Background: an optimization exercise with open tools, aiming at small area and a short achievable clock period. Do not read the settings as production practice. In this exercise RTL edits were held to simulation tests only and were not proved equivalent to the original.

## flow/design.v (module list and top-level ports; edited modules follow where they fit)
// module ohs_boost_l2: 8561 lines
// module ohs_fa: 4 lines
// module ohs_ha: 4 lines
module ohs_boost_l2 #(
  parameter data_width = 32,
  parameter data_decimal = 22
)(
  input aclk,
  input resetn,
  input ce,
  input signed [data_width-1:0] kL,
  input signed [data_width-1:0] kRL,
  input signed [data_width-1:0] kC,
  input signed [data_width-1:0] kR,
  input signed [data_width-1:0] vdc,
  input S1_pwm,
  output wire signed [data_width-1:0] iL,
  output wire signed [data_width-1:0] vL,
  output wire signed [data_width-1:0] iC,
  output wire signed [data_width-1:0] vC,
  output wire signed [data_width-1:0] iLoad
);
  // ...
==> flow/flow/run.sh <==
#!/bin/bash
set -euo pipefail
MARGIN=9
bash standard.sh synth > synth.log 2>&1
bash standard.sh SETUP_SLACK_MARGIN=$MARGIN finish > layout.log 2>&1
==> flow/standard.sh <==
#!/bin/bash
# synth_recipe.tcl (not shown) runs the flow's synth.tcl, then flattens the netlist and writes it again
# the make line also repeats each setting of config.mk as NAME=value (left out here)
make -C /OpenROAD-flow-scripts/flow DESIGN_CONFIG=/design/flow/config.mk WORK_HOME=/design/flow/orfs CLKGATE_MAP_FILE= SYNTH_SCRIPT=/design/flow/synth_recipe.tcl "${@:-finish}"
==> flow/config.mk <==
export PLATFORM = sky130hd
export DESIGN_NAME = ohs_boost_l2
export DESIGN_NICKNAME = ohs_boost_l2
export VERILOG_FILES = /design/flow/design.v
export SDC_FILE = /design/flow/constraint.sdc
export NUM_CORES = 4
export LEC_CHECK = 0
export ABC_AREA = 1
export CAP_MARGIN = 20
export CORE_MARGIN = 2
export CORE_UTILIZATION = 40
export SLEW_MARGIN = 20
export SYNTH_HIERARCHICAL = 1
export SYNTH_MINIMUM_KEEP_SIZE = 0
==> flow/constraint.sdc <==
create_clock -name core_clock -period 34.0 [get_ports {aclk}]
set_input_delay 6.8000 -clock core_clock [delete_from_list [all_inputs] [get_ports {aclk}]]
set_output_delay 6.8000 -clock core_clock [all_outputs]
set_load 0.01 [all_outputs]
==> impl_metrics.csv, run 1 <==
group,metric,value,unit
global_routing,grt_pass1_vias,85776,
place,dp_slack,6.172,ns
finish,multi_input_area_share,80.22,%
critical_path,reg2regPathDepth,56,
critical_path,arrival,18.24,ns
clock_tree,cts_buffers,17,
critical_path,critPathLaunchType,"input pin",
finish,largest_class,"multi-input combinational cells",
critical_path,cp.depth,46,
floorplanning,ios,324,
synth,synth_top_area_share,41.88,%
finish,area_delta_synth_final,15.24,%
finish,final_util,46.48,%
critical_path,r2r_slack,17.65,ns
place,io_buffer_count,323,
sta,finClkSkew,0.04144,ns
critical_path,max_stage_delay,0.64,ns
routing,ant_nets,0,
clock_tree,htreeDepth,4,
sta,fin_crit,25.04,ns
routing,wl_met3,64.06,mm
critical_path,r2r_start,"iC_r[21]",
finish,fin_area,101100,µm²
finish,layoutNonFillerInstCount,12140,
routing,viasPerCell,6.736,
routing,wl_per_cell,34.04,µm
routing,first_pass_iters,8,
routing,drc_errors,0,
critical_path,timing.critical_path.to_type,"primary output",
status,status,"finished clean",
sta,slew_viol_final,0,
routing,vias,81779,
global_routing,met3_usage,14.99,%
synth,synth_area_leaders,"fa_1 (42%), xor2_1 (20%), o22ai_1 (14%)",
critical_path,crit_buf_inv,10,
finish,n_clock_buffer,17,
floorplanning,tapCellCount,2854,
synth,avgSynthCellArea,9.356,µm²
synth,synthAdderAreaFrac,48.07,%
finish,drive_above_1_share,14.22,%
synth,yosys.area_share.simple,3.681,%
synth,synth_xor_area_share,20.30,%
==> run 2, diff against run 1 <==
==> flow/flow/run.sh (replaced) <==
#!/bin/bash
set -euo pipefail
MARGIN=9
bash standard.sh synth > synth.log 2>&1
bash standard.sh SETUP_SLACK_MARGIN=$MARGIN "BUFFER_PORTS_ARGS=-buffer_cell sky130_fd_sc_hd__buf_2" finish > layout.log 2>&1
--- a/flow/config.mk
+++ b/flow/config.mk
@@ -8,7 +8,7 @@
 export ABC_AREA = 1
 export CAP_MARGIN = 20
 export CORE_MARGIN = 2
-export CORE_UTILIZATION = 40
+export CORE_UTILIZATION = 55
 export SLEW_MARGIN = 20
 export SYNTH_HIERARCHICAL = 1
 export SYNTH_MINIMUM_KEEP_SIZE = 0
==> impl_metrics.csv, run 2 <==
group,metric,value,unit
status,status,"finished clean",
sta,final.setup.tns,0,ns
routing,drtIter0Drc,11331,
global_routing,grt_overflow,0,
place,gp_congestion,0.9648,
critical_path,timing.critical_path.to_type,"primary output",
global_routing,grt_pass1_vias,82639,
routing,finalWirelength,382.8,mm
finish,area_delta_synth_final,7.145,%
global_routing,antenna_found_initial,12,
finish,layout_commonest_cell,"xor2_1",
synth,synth-seq-area-share,3.650,%
clock_tree,cts-root-buf,"clkbuf_16",
min_path,hp-class,"flip-flop to flip-flop",
floorplanning,die_y,403.5,µm
sta,worstMarginPinSlew,1.215,ns
finish,fillers,13796,
clock_tree,clkTransAtPathRegs,0.10,ns
sta,setup_violations,0,
place,hpwl,244.7,mm
place,io_buffer_count,323,
critical_path,critical_path_class,"input pin to primary output",
floorplanning,initial_core_util,55.41,%
synth,synth-seq-cells,160,
finish,final_util,59.37,%
finish,drive_above_1_share,12.00,%
routing,viasPerCell,7.158,
routing,drc_errors,0,
min_path,hold_path_depth,2,
synth,yosys_warnings,7,
synth,synth_commonest_cells,"xor2_1 (1994), o22ai_1 (1894), fa_1 (1836), clkbuf_1 (806), inv_1 (671)",
floorplanning,rows,146,
sta,finalHoldViolCount,0,
critical_path,critPathLaunchType,"input pin",
global_routing,track_usage,46.11,%
synth,avgSynthCellArea,9.356,µm²
synth,synth_nets,11815,
critical_path,cpMostUsedCell,"fa_1",
clock_tree,clockBufferDepth,2,
synth,syn_area,87760,µm²
clock_tree,htreeDepth,4,
critical_path,cp_slowest_cell,"fa_1",
synth,synth_area_leaders,"fa_1 (42%), xor2_1 (20%), o22ai_1 (14%)",
floorplanning,die_x,403.5,µm
sta,slew_headroom,18.16,%
synth,synth_flop_cell,"dfxtp_1",
sta,fin_crit,24.85,ns
job,max-cap-violations,0,
synth,synth_edf_count,0,
critical_path,worstPathRequired,27.20,ns
synth,synth_cell_types,42,
global_routing,grt_max_degree,64,
routing,first_pass_iters,9,
critical_path,max_stage_delay,0.58,ns
clock_tree,cts_sinks,160,
sta,max_clock_freq,40.23,MHz
critical_path,reg2regPathDepth,56,
synth,synth_top_area_share,41.88,%
routing,wl_per_cell,34.35,µm
routing,vias,79766,
clock_tree,tritoncts,"built",
floorplanning,design.core.area,158400,µm²
floorplanning,die_area,162800,µm²
sta,min_period_over_period,73.10,%
finish,layout_common_cells,"xor2_1 (1962), o22ai_1 (1869), fa_1 (1773)",
sta,slew_viol_final,0,
sta,whs,0.5274,ns
synth,synth.most_common_cell,"xor2_1",
sta,finClkSkew,0.03304,ns
critical_path,cp_max_fo,32,
critical_path,arrival,18.05,ns
synth,synth_top_area_cell,"fa_1",
routing,ant_nets,0,
synth,synthCells,9381,
finish,fin_nets,11487,
sta,rsz0062_at_grt,"yes",
floorplanning,ios,324,
clock_tree,cts_buffers,17,
clock_tree,clk_latency,0.52,ns
synth,async_flop_share,0,%
global_routing,grt_pass1_wl,554.6,mm
run 2: final cells by class:
class,count,area [µm²],share of cell area (%)
clock inverters,15,188.9,0.2009
clock buffers,17,425.4,0.4524
repair buffers,709,5722,6.085
flip-flops and latches,160,3243,3.449
diodes,6,15.01,0.01597
inverters,697,2670,2.839
multi-input cells,7467,79170,84.20
well taps,2072,2592,2.757
repair inverters,1,5.005,0.005322
run 2: layer usage:
metal	track usage [%]	routed length [µm]	share of wire, %	vias to the layer above
li1	-	-	-	30828
met1	59.27	134600	35	39768
met2	66.08	158900	42	7289
met3	18.92	62220	16	1861
met4	24.93	26700	7.0	20
met5	0.1487	293	0.077	-
run 2: cells by family after synthesis:
logic type,share of synthesized area [%]
compound gates,16.53
xor+xnor,20.30
fa+ha+maj,48.07
buf+inv,7.775
flops,3.650
simple gates,3.681
run 2: per-stage QoR:
step           instances  cell area, µm²  setup WS [ns]
6_report           11144           94040          9.146
5_1_grt            11138           94020          8.802
4_1_cts            11078           92370          9.014
3_5_place_dp       11030           90870          8.145
3_3_place_gp       11030           90870          8.380
2_1_floorplan       9381           87760          9.701
run 2: repair_timing:
| item | in CTS | in global routing |
|---|---|---|
| setup endpoints to repair | 31 | 30 |
| gates resized for setup | 134 | 159 |
| hold buffers | 0 | 0 |
| pin swaps | 6 | 43 |
| cloned | 9 | 21 |
| setup buffers | 7 | 39 |
run 2: worst paths after layout:
kind / startpoint / to / slack [ns]
max: kC[4] / iLoad[28] / 9.15
min: iL_1[31] / iL_1[31] / 0.53
max reg2reg: iC_r[3] / iC_r[29] / 17.97
min reg2reg: iL_1[31] / iL_1[31] / 0.53
run 2: per-module statistics from Yosys, one instance, submodules excluded:
module / cell area [µm²] / times used / flops+latches / cells
ohs_fa: 20.02 / 1756 / 0 / 1
ohs_ha: 12.51 / 143 / 0 / 1
ohs_boost_l2: 50820 / 1 / 160 / 7482
run 2: critical path: cells and delay by family:
kind / cells / cell delay [ns]
compound gates: 6 / 1.17
buf+inv: 7 / 0.93
simple gates: 12 / 1.52
fa+ha+maj: 16 / 7.20
xor+xnor: 2 / 0.37
==> run 3, diff against run 2 <==
--- a/flow/config.mk
+++ b/flow/config.mk
@@ -12,3 +12,4 @@
 export SLEW_MARGIN = 20
 export SYNTH_HIERARCHICAL = 1
 export SYNTH_MINIMUM_KEEP_SIZE = 0
+export TNS_END_PERCENT = 10
==> impl_metrics.csv, run 3 <==
group,metric,value,unit
critical_path,timing.critical_path.to_type,"primary output",
routing,ant_nets,0,
clock_tree,cts_hold_buf,0,
finish,layoutNonFillerInstCount,11124,
synth,synth_flop_cell,"dfxtp_1",
routing,drtIter0Drc,11321,
critical_path,arrival,18.18,ns
clock_tree,clockBufferDepth,2,
sta,slew_headroom,17.37,%
routing,vias,79684,
finish,drive_above_1_share,11.47,%
place,gp_congestion,0.9648,
synth,avgSynthCellArea,9.356,µm²
clock_tree,clkTransAtPathRegs,0.10,ns
clock_tree,tritoncts,"built",
global_routing,grt_max_degree,64,
finish,fin_nets,11468,
floorplanning,ios,324,
floorplanning,die_area,162800,µm²
clock_tree,cts_buffers,17,
min_path,hold_path_depth,2,
critical_path,critical_path_class,"input pin to primary output",
sta,setup_violations,0,
synth,synth-seq-cells,160,
global_routing,track_usage,46.11,%
finish,fillers,13844,
global_routing,grt_overflow,0,
job,max-cap-violations,0,
global_routing,antenna_found_initial,12,
synth,synthCells,9381,
sta,finClkSkew,0.03376,ns
finish,layout_commonest_cell,"xor2_1",
critical_path,critPathLaunchType,"input pin",
sta,rsz0062_at_grt,"yes",
min_path,hp-class,"flip-flop to flip-flop",
sta,max_clock_freq,40.03,MHz
critical_path,cp_slowest_cell,"fa_1",
floorplanning,initial_core_util,55.41,%
synth,synth_cell_types,42,
synth,yosys_warnings,7,
synth,synth_top_area_cell,"fa_1",
synth,synth_edf_count,0,
clock_tree,clk_latency,0.53,ns
finish,layout_common_cells,"xor2_1 (1963), o22ai_1 (1875), fa_1 (1783)",
synth,synth-seq-area-share,3.650,%
synth,syn_area,87760,µm²
clock_tree,cts-root-buf,"clkbuf_16",
place,place_inst,11030,
critical_path,max_stage_delay,0.59,ns
routing,wl_per_cell,34.23,µm
synth,synth_nets,11815,
critical_path,r2r_start,"iC_r[3]",
sta,final.setup.tns,0,ns
critical_path,reg2regPathDepth,54,
sta,finalHoldViolCount,0,
sta,fin_ws,9.020,ns
floorplanning,design.core.area,158400,µm²
global_routing,grt_pass1_wl,554.6,mm
floorplanning,die_y,403.5,µm
sta,min_period_over_period,73.47,%
critical_path,cp_max_fo,35,
place,io_buffer_count,323,
finish,multi_input_area,79030,µm²
synth,synth_area_leaders,"fa_1 (42%), xor2_1 (20%), o22ai_1 (14%)",
routing,viasPerCell,7.163,
synth,synth_commonest_cells,"xor2_1 (1994), o22ai_1 (1894), fa_1 (1836), clkbuf_1 (806), inv_1 (671)",
synth,async_flop_share,0,%
critical_path,startpoint,"kC[3]",
sta,slew_viol_final,0,
critical_path,worstPathRequired,27.20,ns
floorplanning,rows,146,
routing,first_pass_iters,9,
global_routing,grt_pass1_vias,82639,
clock_tree,htreeDepth,4,
critical_path,cpMostUsedCell,"fa_1",
status,status,"finished clean",
floorplanning,die_x,403.5,µm
finish,area_delta_synth_final,6.641,%
routing,finalWirelength,380.8,mm
routing,drc_errors,0,
place,dp_slack,8.145,ns
place,hpwl,244.7,mm
clock_tree,cts_sinks,160,
finish,seqCellArea,3243,µm²
synth,synth_top_area_share,41.88,%
sta,worstMarginPinSlew,1.227,ns
synth,synth.most_common_cell,"xor2_1",
sta,fin_crit,24.98,ns
min_path,hold_path.startpoint,"iL_1[31]",
-- run 3: cell counts after synthesis --
Identical to the previous run, type by type.
-- run 3: layout make-up --
class	count	share of cell area, %
timing repair buffer	690	5.811
antenna	5	0.01337
timing repair inverter	1	0.005347
sequential	160	3.465
clock inverter	15	0.2019
multi-input combinational	7467	84.44
tap	2072	2.770
clock buffer	17	0.4545
inverter	697	2.841
-- run 3: cells by family (layout without fill, tap and decap cells) --
family / Yosys count / count (layout) / share of synthesized area [%]
AND/OR/NAND/NOR: 799 / 799 / 3.681
flip-flops: 160 / 160 / 3.650
XOR/XNOR: 2033 / 2033 / 20.30
other: 0 / 5 / 0
AO/OA/AOI/OAI: 2365 / 2365 / 16.53
buffers and inverters: 1754 / 1420 / 7.775
adder cells (fa/ha/maj): 2270 / 2270 / 48.07
-- run 3: what timing repair did --
action                                  4_1_cts  5_1_grt
cloned                                        9       16
gates resized for setup                     134      121
setup buffers                                 7       25
hold endpoints to repair                      0        0
endpoints found under the setup margin       31       30
pin swaps                                     6       38
-- run 3: final timing paths --
kind	end	slack [ns]
setup / recovery	iLoad[7]	9.02
hold / removal	iL_1[31]	0.53
setup reg to reg	iC_r[29]	17.94
hold reg to reg	iL_1[31]	0.53
-- run 3: per-layer routing --
metal  track usage (%)  part of all wire (%)
met5            0.1487                 0.034
met4             24.93                   6.8
met3             18.92                    17
met2             66.08                    42
met1             59.27                    35
-- run 3: critical path, delay by kind of cell --
kind / cells / cell delay, ns
xor+xnor: 3 / 0.90
simple gates: 9 / 1.48
buf+inv: 9 / 1.82
fa+ha+maj: 14 / 6.50
compound gates: 3 / 0.59
-- run 3: through the flow --
stage | instance area, µm² | util (%) | hold slack (ns)
2_1_floorplan | 87760 | - | 0.4695
3_3_place_gp | 90870 | 57.38 | 0.4859
3_5_place_dp | 90870 | 57.38 | 0.5055
4_1_cts | 92370 | 58.32 | 0.5304
5_1_grt | 93580 | 59.09 | 0.5729
6_report | 93590 | 59.09 | 0.5305
-- run 3: per-module statistics from Yosys (local to each module, per instance) --
module | flops+latches | cells inside
ohs_ha | 0 | 1
ohs_boost_l2 | 160 | 7482
ohs_fa | 0 | 1
==> run 4, diff against run 3 <==
--- a/flow/config.mk
+++ b/flow/config.mk
@@ -8,8 +8,9 @@
 export ABC_AREA = 1
 export CAP_MARGIN = 20
 export CORE_MARGIN = 2
-export CORE_UTILIZATION = 55
+export CORE_UTILIZATION = 65
+export CTS_CLUSTER_DIAMETER = 40
+export CTS_CLUSTER_SIZE = 10
 export SLEW_MARGIN = 20
 export SYNTH_HIERARCHICAL = 1
 export SYNTH_MINIMUM_KEEP_SIZE = 0
-export TNS_END_PERCENT = 10
==> impl_metrics.csv, run 4 <==
group,metric,value,unit
status,status,"finished clean",
finish,area_delta_synth_final,7.318,%
routing,ant_nets,0,
synth,yosys_warnings,7,
synth,syn_area,87760,µm²
synth,synth_edf_count,0,
critical_path,critical_path_class,"input pin to primary output",
synth,synth_nets,11815,
synth,synth_cell_types,42,
clock_tree,cts_buffers,17,
synth,synthCells,9381,
finish,drive_above_1_share,12.73,%
critical_path,arrival,18.05,ns
critical_path,timing.critical_path.to_type,"primary output",
critical_path,critPathLaunchType,"input pin",
clock_tree,cts-root-buf,"clkbuf_16",
routing,drc_errors,0,
sta,slew_headroom,25.19,%
critical_path,crit_family,"adder cells",
critical_path,cp.depth,44,
synth,synth_flop_cell,"dfxtp_1",
min_path,hold_path.startpoint,"vC_1[31]",
clock_tree,clk_latency,0.54,ns
routing,viasPerCell,7.453,
critical_path,crit_buf_inv,7,
place,io_buffer_count,323,
place,gp_congestion,0.9779,
global_routing,grt_pass1_wl,535.7,mm
floorplanning,die_area,138000,µm²
sta,finalHoldViolCount,0,
critical_path,cp_max_fo,16,
synth,synth-seq-area-share,3.650,%
global_routing,grt_pass1_vias,84038,
clock_tree,clockBufferDepth,2,
global_routing,grt_max_degree,61,
routing,drtIter0Drc,12783,
min_path,hp-class,"flip-flop to flip-flop",
critical_path,cpMostUsedCell,"fa_1",
job,max-cap-violations,0,
global_routing,track_usage,52.43,%
clock_tree,tritoncts,"built",
sta,finClkSkew,0.03173,ns
routing,first_pass_iters,10,
sta,min_period_over_period,73.09,%
synth,async_flop_share,0,%
sta,fin_ws,9.149,ns
sta,final.setup.tns,0,ns
synth,synth_top_area_cell,"fa_1",
critical_path,r2r_start,"iC_r[5]",
floorplanning,ios,324,
synth,synth_top_area_share,41.88,%
floorplanning,die_x,371.5,µm
clock_tree,clkTransAtPathRegs,0.07,ns
sta,rsz0062_at_grt,"yes",
clock_tree,cts_hold_buf,0,
finish,final_util,70.40,%
synth,synth_commonest_cells,"xor2_1 (1994), o22ai_1 (1894), fa_1 (1836), clkbuf_1 (806), inv_1 (671)",
synth,synth_area_leaders,"fa_1 (42%), xor2_1 (20%), o22ai_1 (14%)",
global_routing,antenna_found_initial,22,
routing,wl_per_cell,33.83,µm
min_path,hold_path_depth,2,
floorplanning,initial_core_util,65.60,%
critical_path,worstPathRequired,27.20,ns
finish,layout_commonest_cell,"xor2_1",
clock_tree,htreeDepth,4,
sta,slew_viol_final,0,
floorplanning,design.core.area,133800,µm²
synth,synth-seq-cells,160,
critical_path,reg2regPathDepth,54,
critical_path,startpoint,"kC[21]",
finish,layout_common_cells,"xor2_1 (1957), o22ai_1 (1861), fa_1 (1755)",
place,hpwl,234.8,mm
floorplanning,die_y,371.5,µm
place,dp_slack,8.283,ns
finish,fin_nets,11528,
synth,avgSynthCellArea,9.356,µm²
clock_tree,cts_sinks,160,
finish,fillers,10328,
sta,setup_violations,0,
sta,fin_crit,24.85,ns
floorplanning,rows,134,
sta,worstMarginPinSlew,1.110,ns
sta,max_clock_freq,40.24,MHz
synth,synth.most_common_cell,"xor2_1",
routing,vias,81084,
critical_path,max_stage_delay,0.58,ns
routing,finalWirelength,368.1,mm
critical_path,cp_slowest_cell,"fa_2",
global_routing,grt_overflow,0,
==> run 4: cell count changes in the layout (fill, tap and decap cells not counted), sizes merged <==
cell / delta
bufbuf: -1
bufinv: +3
clkbuf: +12
clkinvlp: -4
inv: +3
clkinv: -3
buf: +50
==> run 4: worst min-delay path, cell delays in order, from the launching register on <==
cell and delay, ns:
dfxtp_1 0.36, o211ai_1 0.09, inv_1 0.05
==> run 4: cell families (layout without fill, tap and decap cells) <==
group	Yosys count	after routing	synth area share (%)
flops	160	160	3.650
buf+inv	1754	1480	7.775
compound gates	2365	2365	16.53
fa+ha+maj	2270	2270	48.07
xor+xnor	2033	2033	20.30
other cells	0	5	0
simple gates	799	799	3.681
==> run 4: metrics by stage <==
| step | instance area (µm²) | instances | hold slack (ns) |
|---|---|---|---|
| final | 94190 | 10880 | 0.5274 |
| after global placement | 90500 | 10733 | 0.4875 |
| after floorplan | 87760 | 9381 | 0.4695 |
| after global routing | 94170 | 10875 | 0.5542 |
| after detailed placement | 90500 | 10733 | 0.5078 |
| after CTS | 91900 | 10780 | 0.5251 |
==> run 4: worst paths after layout <==
path,to,slack [ns]
setup / recovery,iLoad[29],9.15
hold / removal,vC_1[31],0.53
setup reg to reg,iC_r[27],18.11
hold reg to reg,vC_1[31],0.53
==> run 4: per-module statistics from Yosys, one instance, submodules excluded <==
module	cells	flip-flops and latches	times used
ohs_ha	1	0	143
ohs_boost_l2	7482	160	1
ohs_fa	1	0	1756
==> run 4: timing repair <==
action,4_1_cts,5_1_grt
setup buffers,8,66
hold endpoints to repair,0,0
pin swaps,4,87
endpoints found under the setup margin,32,29
resized for setup,123,238
gates cloned,7,29
==> run 4: cell type report <==
cell class	instances	area, µm²	share of cell area [%]
tap	1768	2212	2.349
timing repair inverter	1	5.005	0.005314
clock buffer	18	439.2	0.4663
timing repair buffer	750	6083	6.459
antenna	5	12.51	0.01328
clock inverter	14	197.7	0.2099
inverter	697	2655	2.819
multi-input combinational	7467	79340	84.24
sequential	160	3243	3.443
==> run 4: layer usage <==
layer | up-vias | routed length, µm | GRT usage (%)
li1 | 30926 | - | -
met1 | 39311 | 120900 | 64.57
met2 | 8223 | 148500 | 73.63
met3 | 2578 | 67720 | 26.17
met4 | 46 | 30360 | 31.36
met5 | - | 541 | 0.7692
==> run 5, diff against run 4 <==
==> flow/config.mk (replaced) <==
export PLATFORM = sky130hd
export DESIGN_NAME = ohs_boost_l2
export DESIGN_NICKNAME = ohs_boost_l2
export VERILOG_FILES = /design/flow/design.v
export SDC_FILE = /design/flow/constraint.sdc
export NUM_CORES = 4
export LEC_CHECK = 0
export ABC_AREA = 1
export CAP_MARGIN = 10
export CORE_MARGIN = 2
export CORE_UTILIZATION = 60
export SLEW_MARGIN = 10
export SYNTH_HIERARCHICAL = 1
export SYNTH_MINIMUM_KEEP_SIZE = 0
export TNS_END_PERCENT = 10
==> impl_metrics.csv, run 5 <==
group,metric,value,unit
floorplanning,ios,324,
routing,drc_errors,0,
sta,final.setup.tns,0,ns
critical_path,critPathLaunchType,"input pin",
finish,fin_nets,11497,
critical_path,cp_max_fo,16,
sta,rsz0062_at_grt,"yes",
finish,seqCellArea,3243,µm²
critical_path,r2r_slack,17.66,ns
clock_tree,cts_buffers,17,
clock_tree,cts_sinks,160,
synth,synth_top_area_share,41.88,%
min_path,hold_path_depth,2,
place,dp_slack,8.330,ns
global_routing,antenna_found_initial,17,
clock_tree,clockBufferDepth,2,
finish,final_util,64.56,%
critical_path,critical_path_class,"input pin to primary output",
critical_path,max_stage_delay,0.60,ns
critical_path,cpMostUsedCell,"fa_1",
sta,slew_headroom,21.07,%
synth,synth-seq-area-share,3.650,%
routing,finalWirelength,373.8,mm
min_path,hold_path_end,"iL_1[31]",
floorplanning,initial_core_util,60.36,%
global_routing,grt_pass1_wl,544.1,mm
global_routing,grt_overflow,0,
synth,synth_commonest_cells,"xor2_1 (1994), o22ai_1 (1894), fa_1 (1836), clkbuf_1 (806), inv_1 (671)",
sta,whs,0.5259,ns
critical_path,reg2regPathDepth,58,
critical_path,worstPathRequired,27.20,ns
sta,fin_crit,24.92,ns
critical_path,arrival,18.12,ns
finish,area_delta_synth_final,6.946,%
floorplanning,design.core.area,145400,µm²
place,place_inst,10879,
finish,fillers,12254,
sta,worstMarginPinSlew,1.184,ns
synth,synth_nets,11815,
sta,fin_ws,9.081,ns
finish,drive_above_1_share,12.02,%
sta,max_clock_freq,40.13,MHz
sta,finalHoldViolCount,0,
synth,synth-seq-cells,160,
synth,synthCells,9381,
routing,viasPerCell,7.272,
synth,synth_cell_types,42,
clock_tree,clk_latency,0.53,ns
clock_tree,cts-root-buf,"clkbuf_16",
job,max-cap-violations,0,
floorplanning,die_y,386.5,µm
sta,slew_viol_final,0,
critical_path,r2r_end,"iC_r[31]",
routing,wl_per_cell,33.98,µm
sta,setup_violations,0,
place,io_buffer_count,323,
critical_path,cp_slowest_cell,"fa_1",
synth,synth_top_area_cell,"fa_1",
synth,syn_area,87760,µm²
floorplanning,die_x,386.5,µm
place,hpwl,238.8,mm
routing,first_pass_iters,9,
global_routing,grt_pass1_vias,82548,
routing,ant_nets,0,
clock_tree,htreeDepth,4,
sta,finClkSkew,0.03207,ns
global_routing,grt_max_degree,63,
min_path,hold_path.startpoint,"iL_1[31]",
synth,async_flop_share,0,%
status,status,"finished clean",
synth,avgSynthCellArea,9.356,µm²
floorplanning,die_area,149300,µm²
finish,multi_input_area,79240,µm²
routing,vias,79988,
synth,synth.most_common_cell,"xor2_1",
finish,fin_area,93860,µm²
floorplanning,rows,140,
global_routing,track_usage,48.88,%
synth,synth_flop_cell,"dfxtp_1",
finish,layout_common_cells,"xor2_1 (1958), o22ai_1 (1870), fa_1 (1764)",
clock_tree,clkTransAtPathRegs,0.08,ns
sta,min_period_over_period,73.29,%
synth,synth_area_leaders,"fa_1 (42%), xor2_1 (20%), o22ai_1 (14%)",
clock_tree,tritoncts,"built",
finish,layoutNonFillerInstCount,11000,
finish,layout_commonest_cell,"xor2_1",
critical_path,r2r_start,"iC_r[3]",
place,post_dp_cell_area,90670,µm²
critical_path,timing.critical_path.to_type,"primary output",
place,gp_congestion,1.002,
routing,drtIter0Drc,11861,
min_path,hp-class,"flip-flop to flip-flop",
synth,synth_edf_count,0,
synth,yosys_warnings,7,
==> run 5: cell counts after synthesis <==
No cell type changed its count.
==> run 5: worst max path at each step <==
stage	from	end	cells after the start
4_1_cts	kC[13]	iLoad[25]	46
3_3_place_gp	kC[26]	iLoad[25]	45
3_5_place_dp	kC[26]	iLoad[25]	45
5_1_grt	kC[20]	iLoad[24]	45
6_report	kC[23]	iLoad[9]	43
2_1_floorplan	kC[25]	iLoad[31]	43
==> run 5: critical path, delay by kind of cell <==
family,cells,cell delay (ns)
and+or+nand+nor,9,1.32
xor gates and xnor gates,3,0.86
adders and majority gates,15,6.76
AOI/OAI and AO/OA,6,0.89
buffers and inverters,10,1.42
==> run 5: layout make-up <==
cell class / count / share of cell area (%)
diodes: 7 / 0.01866
clock buffers: 18 / 0.4679
multi-input cells: 7467 / 84.42
inverters: 697 / 2.825
repair inverters: 1 / 0.007998
well taps: 1917 / 2.555
repair buffers: 719 / 6.051
flip-flops and latches: 160 / 3.455
clock inverters: 14 / 0.1946
==> run 5: kinds of logic after synthesis <==
group | after synthesis | share of synthesized area [%]
AO/OA/AOI/OAI | 2365 | 16.53
XOR/XNOR | 2033 | 20.30
adder cells (fa/ha/maj) | 2270 | 48.07
buffers and inverters | 1754 | 7.775
flip-flops | 160 | 3.650
AND/OR/NAND/NOR | 799 | 3.681
==> run 5: modules after synthesis, one instance, submodules excluded <==
module | copies in the design | flops+latches | cell area (µm²)
ohs_boost_l2 | 1 | 160 | 50820
ohs_fa | 1756 | 0 | 20.02
ohs_ha | 143 | 0 | 12.51
==> run 5: metal layers <==
| metal | wire length, µm | share of wire (%) | vias to the layer above | track usage, % |
|---|---|---|---|---|
| met5 | 124 | 0.033 | - | 0 |
| met4 | 26530 | 7.1 | 20 | 27.36 |
| met3 | 63560 | 17 | 2030 | 20.07 |
| met2 | 154800 | 41 | 7638 | 69.95 |
| met1 | 128800 | 34 | 39428 | 62.64 |
| li1 | - | - | 30872 | - |
==> run 5: repair_timing <==
item,4_1_cts,5_1_grt
hold buffers,0,0
resized for setup,101,220
buffers inserted,4,51
pin swaps,2,70
gates cloned,4,23
setup endpoints to repair,31,31
==> run 6, diff against run 5 <==
==> flow/flow/run.sh (replaced) <==
#!/bin/bash
set -euo pipefail
MARGIN=9
bash standard.sh synth > synth.log 2>&1
bash standard.sh SETUP_SLACK_MARGIN=$MARGIN "BUFFER_PORTS_ARGS=-buffer_cell sky130_fd_sc_hd__buf_1" finish > layout.log 2>&1
--- a/flow/config.mk
+++ b/flow/config.mk
@@ -8,7 +8,7 @@
 export ABC_AREA = 1
 export CAP_MARGIN = 10
 export CORE_MARGIN = 2
-export CORE_UTILIZATION = 60
+export CORE_UTILIZATION = 55
 export SLEW_MARGIN = 10
 export SYNTH_HIERARCHICAL = 1
 export SYNTH_MINIMUM_KEEP_SIZE = 0
==> impl_metrics.csv, run 6 <==
group,metric,value,unit
status,status,"finished clean",
critical_path,cp_max_fo,16,
critical_path,r2r_end,"iC_r[31]",
place,dp_slack,8.145,ns
synth,async_flop_share,0,%
synth,synth_flop_cell,"dfxtp_1",
routing,viasPerCell,7.136,
critical_path,critical_path_class,"input pin to primary output",
global_routing,grt_overflow,0,
floorplanning,design.core.area,158400,µm²
floorplanning,ios,324,
synth,synth_area_leaders,"fa_1 (42%), xor2_1 (20%), o22ai_1 (14%)",
routing,ant_nets,0,
synth,avgSynthCellArea,9.356,µm²
routing,wl_per_cell,34.46,µm
synth,yosys_warnings,7,
min_path,hold_path_depth,2,
floorplanning,rows,146,
sta,fin_ws,9.169,ns
routing,drc_errors,0,
sta,final.setup.tns,0,ns
finish,fin_nets,11490,
critical_path,reg2regPathDepth,57,
sta,max_clock_freq,40.27,MHz
global_routing,grt_pass1_vias,82726,
sta,rsz0062_at_grt,"yes",
clock_tree,cts_buffers,17,
synth,synth-seq-area-share,3.650,%
critical_path,r2r_start,"iC_r[5]",
critical_path,timing.critical_path.to_type,"primary output",
floorplanning,die_x,403.5,µm
synth,synth_top_area_share,41.88,%
sta,worstMarginPinSlew,1.222,ns
synth,synth.most_common_cell,"xor2_1",
min_path,hold_path.startpoint,"vC_1[31]",
global_routing,grt_pass1_wl,557.2,mm
synth,synth_cell_types,42,
global_routing,track_usage,46.46,%
min_path,hold_path_end,"vC_1[31]",
synth,synth_edf_count,0,
sta,finClkSkew,0.03150,ns
finish,layout_commonest_cell,"xor2_1",
clock_tree,htreeDepth,4,
critical_path,max_stage_delay,0.69,ns
floorplanning,die_y,403.5,µm
critical_path,worstPathRequired,27.20,ns
sta,min_period_over_period,73.03,%
critical_path,arrival,18.03,ns
min_path,hp-class,"flip-flop to flip-flop",
sta,whs,0.5230,ns
clock_tree,cts_hold_buf,0,
sta,fin_crit,24.83,ns
critical_path,cpMostUsedCell,"fa_1",
critical_path,cp_slowest_cell,"fa_1",
synth,synthCells,9381,
routing,finalWirelength,384.1,mm
critical_path,critPathLaunchType,"input pin",
routing,first_pass_iters,7,
clock_tree,clockBufferDepth,2,
synth,synth_top_area_cell,"fa_1",
routing,vias,79543,
clock_tree,cts_sinks,160,
place,gp_congestion,0.9562,
synth,syn_area,87760,µm²
clock_tree,clk_latency,0.54,ns
global_routing,antenna_found_initial,22,
clock_tree,tritoncts,"built",
floorplanning,initial_core_util,55.41,%
finish,layout_common_cells,"xor2_1 (1962), o22ai_1 (1868), fa_1 (1772)",
sta,slew_viol_final,0,
floorplanning,die_area,162800,µm²
clock_tree,clkTransAtPathRegs,0.06,ns
finish,area_delta_synth_final,6.598,%
sta,setup_violations,0,
critical_path,r2r_slack,17.61,ns
job,max-cap-violations,0,
sta,slew_headroom,18.36,%
synth,synth-seq-cells,160,
routing,drtIter0Drc,11205,
global_routing,grt_max_degree,90,
synth,synth_commonest_cells,"xor2_1 (1994), o22ai_1 (1894), fa_1 (1836), clkbuf_1 (806), inv_1 (671)",
clock_tree,cts-root-buf,"clkbuf_16",
sta,finalHoldViolCount,0,
place,io_buffer_count,323,
place,hpwl,245.1,mm
place,place_inst,11030,
synth,synth_nets,11815,
finish,drive_above_1_share,8.701,%
finish,layoutNonFillerInstCount,11146,
## run 6: cell counts after synthesis
Identical to the previous run, type by type.
## run 6: what timing repair did
item | CTS | global route
resized for setup | 138 | 170
pin swaps | 3 | 59
cloned | 15 | 18
buffers inserted | 10 | 36
setup endpoints to repair | 31 | 31
## run 6: layout make-up
cell class	instances	area [µm²]
Timing Repair Buffer	711	5383
Antenna cell	6	15.01
Timing Repair inverter	2	12.51
Inverter	697	2633
Clock inverter	12	136.4
Multi-Input combinational cell	7467	79110
Tap cell	2072	2592
Clock buffer	19	432.9
Fill cell	13834	64820
Sequential cell	160	3243
## run 6: Yosys stat by module, one instance, submodules excluded
| module | cells inside | area, µm² | times used | flops+latches |
|---|---|---|---|---|
| ohs_boost_l2 | 7482 | 50820 | 1 | 160 |
| ohs_ha | 1 | 12.51 | 143 | 0 |
| ohs_fa | 1 | 20.02 | 1756 | 0 |
## run 6: worst max-delay path: cells and delay by family
kind,cells,cell delay (ns)
xor gates and xnor gates,2,0.44
buffers and inverters,10,1.60
adders and majority gates,14,6.14
AOI/OAI and AO/OA,10,2.03
and+or+nand+nor,7,1.02
## run 6: worst max-delay path by stage
| stage | from | depth (start not counted) | slack, ns | endpoint |
|---|---|---|---|---|
| 6_report | kC[13] | 43 | 9.17 | iLoad[8] |
| 5_1_grt | kC[15] | 43 | 8.91 | iLoad[29] |
| 3_3_place_gp | kC[29] | 44 | 8.34 | iLoad[28] |
| 3_5_place_dp | kC[22] | 46 | 8.15 | iLoad[27] |
| 4_1_cts | kC[24] | 45 | 8.99 | iLoad[27] |
| 2_1_floorplan | kC[25] | 43 | 9.70 | iLoad[31] |
## run 6: cells by family (layout without fill, tap and decap cells)
group	Yosys count	in the layout	synth area share [%]
compound gates	2365	2365	16.53
xor+xnor	2033	2033	20.30
fa+ha+maj	2270	2270	48.07
buf+inv	1754	1441	7.775
flops	160	160	3.650
other cells	0	6	0
simple gates	799	799	3.681
## run 6: metal layers
| metal | up-vias | share of wire (%) | global-route usage [%] |
|---|---|---|---|
| li1 | 30862 | - | - |
| met1 | 39355 | 35 | 59.68 |
| met2 | 7334 | 41 | 65.05 |
| met3 | 1954 | 17 | 19.79 |
| met4 | 38 | 7.5 | 27.40 |
| met5 | - | 0.064 | 0 |
## run 6: per-stage QoR
step,area [µm²],utilization [%]
finish,93550,59.07
floorplan,87760,-
detailed placement,90480,57.13
global placement,90480,57.13
global route,93540,59.06
CTS,92100,58.15

re-timing with driven ports:
No port has a modelled driver above. Below, the same layouts with a new extraction and two added sets of constraints. Step 1: set_driving_cell puts a clkbuf_16 on aclk and a buf_2 on each other input, an assumption about the parent block. Step 2 times the ports against the registers' clock, not the clock port: input delays grow and output delays shrink by t, the midpoint of the rising clock arrivals with the driver on. Three values: no drivers, after step 1, after step 2; two values: the first two.
| run | t, ns | slack for setup (ns) | clock arrival spread, ns | worst slew at a driven data input, ns | pins driven straight from the clock port |
|---|---|---|---|---|---|
| run 1 | 0.605 | 8.959 / 8.936 / 8.936 | 0.042 / 0.041 | 0.07 | 1 |
| run 2 | 0.570 | 9.146 / 9.126 / 9.126 | 0.033 / 0.033 | 0.22 | 1 |
| run 3 | 0.576 | 9.020 / 8.998 / 8.998 | 0.033 / 0.034 | 0.20 | 1 |
| run 4 | 0.583 | 9.149 / 9.125 / 9.125 | 0.032 / 0.032 | 0.09 | 1 |
| run 5 | 0.574 | 9.081 / 9.060 / 9.060 | 0.032 / 0.033 | 0.10 | 1 |
| run 6 | 0.594 | 9.169 / 9.144 / 9.144 | 0.031 / 0.032 | 0.18 | 1 |
After both steps setup and hold are still met in every run listed. For run 6, which loses most, drivers alone change the setup slack by -0.025 ns; drivers and shift together by -0.025 ns.
